What follows belongs to an exercise in optimizing a design on an open flow for small area; a production flow would make more cautious choices. Only simulation tests tie the RTL to the original design; equivalence was not proved. No driver is modelled on the clock port, so clock power and skew are understated where the tree is cut down; a real chip needs a root buffer or a tree. No activity file was given, so power comes from the tool's default toggle rates.

Design Top_module, start of the top module:
module Top_module(
    input clk,
    input reset,
    input rx,
    output tx,
    output [7:0] command,
    output data
);
Size in the first run: about 180 cells after synthesis, roughly 13 I/O pins, ~1700 µm² of cells after synthesis.
==> flow/config.mk <==
export PLATFORM = sky130hd
export DESIGN_NAME = Top_module
export DESIGN_NICKNAME = Top_module
export VERILOG_FILES = /design/flow/design.v
export SDC_FILE = /design/flow/constraint.sdc
export NUM_CORES = 4
export LEC_CHECK = 0
export CAP_MARGIN = 20
export CORE_AREA = 2.3 2.72 59.8 59.84
export DIE_AREA = 0 0 62.1 62.56
export PLACE_DENSITY = 0.95
export SLEW_MARGIN = 20
export SYNTH_HIERARCHICAL = 1
==> flow/constraint.sdc <==
create_clock -name core_clock -period 10.0 [get_ports {clk}]
set_input_delay 2.0000 -clock core_clock [delete_from_list [all_inputs] [get_ports {clk}]]
set_output_delay 2.0000 -clock core_clock [all_outputs]
set_load 0.01 [all_outputs]
standard.sh (not shown) runs the stock make flow with config.mk's settings and CLKGATE_MAP_FILE= SYNTH_SCRIPT=/design/flow/synth_recipe.tcl, a recipe that flattens the netlist after the stock synthesis.
==> flow/flow/run.sh <==
#!/bin/bash
# Own layout flow: the standard flow, except that
# - synthesis re-maps the logic with area-oriented ABC scripts and without
#   Yosys's adder extraction (a few recipes; the smallest netlist whose
#   registers are exactly those of the standard synthesis is kept, else
#   the standard synthesis netlist is used),
# - the ports are buffered with the smallest buffer,
# - clock tree synthesis adds no dummy loads, and the clock port drives the
#   leaf clock buffers directly.
set -euo pipefail
W=$PWD
R=orfs/results/$FLOW_PLATFORM/Top_module/base

# 1. the standard synthesis, for reference
bash standard.sh synth > 1_standard_synth.log 2>&1
cp "$R/1_2_yosys.v" standard_netlist.v

# 2. our synthesis recipes, each in a work folder of its own
NET=standard_netlist.v
best=""
: > 3_register_check.log
i=0
for recipe in "1 amap" "0 amap" "1 mapa" "0 mapa"; do
  set -- $recipe
  i=$((i + 1))
  OWN_ABC_SCRIPT="$W/flow/$2.abc" make -C "$FLOW_HOME" DESIGN_CONFIG="$W/config.mk" \
    WORK_HOME="$W/own$i" CLKGATE_MAP_FILE= SYNTH_HIERARCHICAL=$1 \
    SYNTH_SCRIPT="$W/flow/own_synth.tcl" synth > "2_own_synth_$i.log" 2>&1 || continue
  OWN=own$i/results/$FLOW_PLATFORM/Top_module/base/1_2_yosys.v
  STAT=own$i/reports/$FLOW_PLATFORM/Top_module/base/synth_stat.txt
  [[ -f $OWN && -f $STAT ]] || continue
  area=$(grep "Chip area" "$STAT" | tail -1 | awk '{print $NF}')
  echo "recipe $i (hierarchical $1, $2): area $area" >> 3_register_check.log
  if python3 flow/regs.py standard_netlist.v "$OWN" >> 3_register_check.log 2>&1; then
    if [[ -z $best ]] || python3 -c "import sys; sys.exit(0 if float('$area') < float('$best') else 1)"; then
      best=$area
      cp "$OWN" own_netlist.v
      NET=own_netlist.v
    fi
  fi
done
echo "netlist used: $NET (area $best)" >> 3_register_check.log

# 3. the rest of the standard flow on that netlist
rm -rf orfs
bash standard.sh SYNTH_NETLIST_FILES="$W/$NET" \
  BUFFER_PORTS_ARGS="-buffer_cell sky130_fd_sc_hd__buf_1" \
  CTS_ARGS="-sink_clustering_enable -repair_clock_nets -dont_use_dummy_load" \
  POST_CTS_TCL="$W/flow/post_cts.tcl" \
  finish > 4_layout.log 2>&1
Other scripts of this flow, unchanged in this note and not shown: flow/flow/amap.abc, flow/flow/mapa.abc, flow/flow/own_synth.tcl, flow/flow/post_cts.tcl, flow/flow/regs.py
The first run finished clean.
Change:
--- a/flow/flow/run.sh
+++ b/flow/flow/run.sh
@@ -23 +23 @@
-for recipe in "1 amap" "0 amap" "1 mapa" "0 mapa"; do
+for recipe in "1 amap" "0 amap" "1 bal" "0 bal" "1 gdch" "0 gdch" "1 mapa" "0 mapa"; do
==> flow/flow/bal.abc (new file) <==
strash
balance
dch -f
amap -m
==> flow/flow/gdch.abc (new file) <==
strash
&get -n
&dch -f
&put
amap -m
Settings changed: PLACE_DENSITY 0.95 to 0.8.
The changed run completed with no timing, DRC or antenna violations.
Routed wire length decreases by about 16%.
Power decreases by 2.5%.
Count of clock-buffer cells in the layout is unchanged.
Critical path depth increases by 2.
Setup slack got worse by 0.59 ns.
Maximum frequency decreases by about 17%.
Non-clock buffer count decreases by 1.
Clock power decreases by about 9%.
Die area stays the same.
Worst hold slack stays flat.

re-timing with driven ports:
How much do the figures lean on ideal ports? The routed layouts below were timed once more, with nothing changed but the port constraints.
Step 1 assumes that a clkbuf_16 drives the clock port and a buf_2 every other input.
Step 2 moves the port delays by t, midway between the first and last clock arrival at a register: inputs arrive t later, outputs are due t later. That takes back most of the time a late clock gives input paths.
Three values: no drivers, after step 1, after step 2; two values: the first two.
run | shift t [ns] | setup slack, ns | hold slack, ns | worst data-port slew with drivers (ns)
the first run | 0.201 | 7.106 / 7.055 / 6.946 | 0.427 / 0.427 / 0.427 | 0.03
the second run | 0.194 | 6.519 / 6.534 / 6.340 | 0.428 / 0.428 / 0.428 | 0.03
After both steps every run listed still meets setup and hold. The setup slack of the second run, which loses most, moves by +0.015 ns with the drivers and by -0.179 ns with both steps.
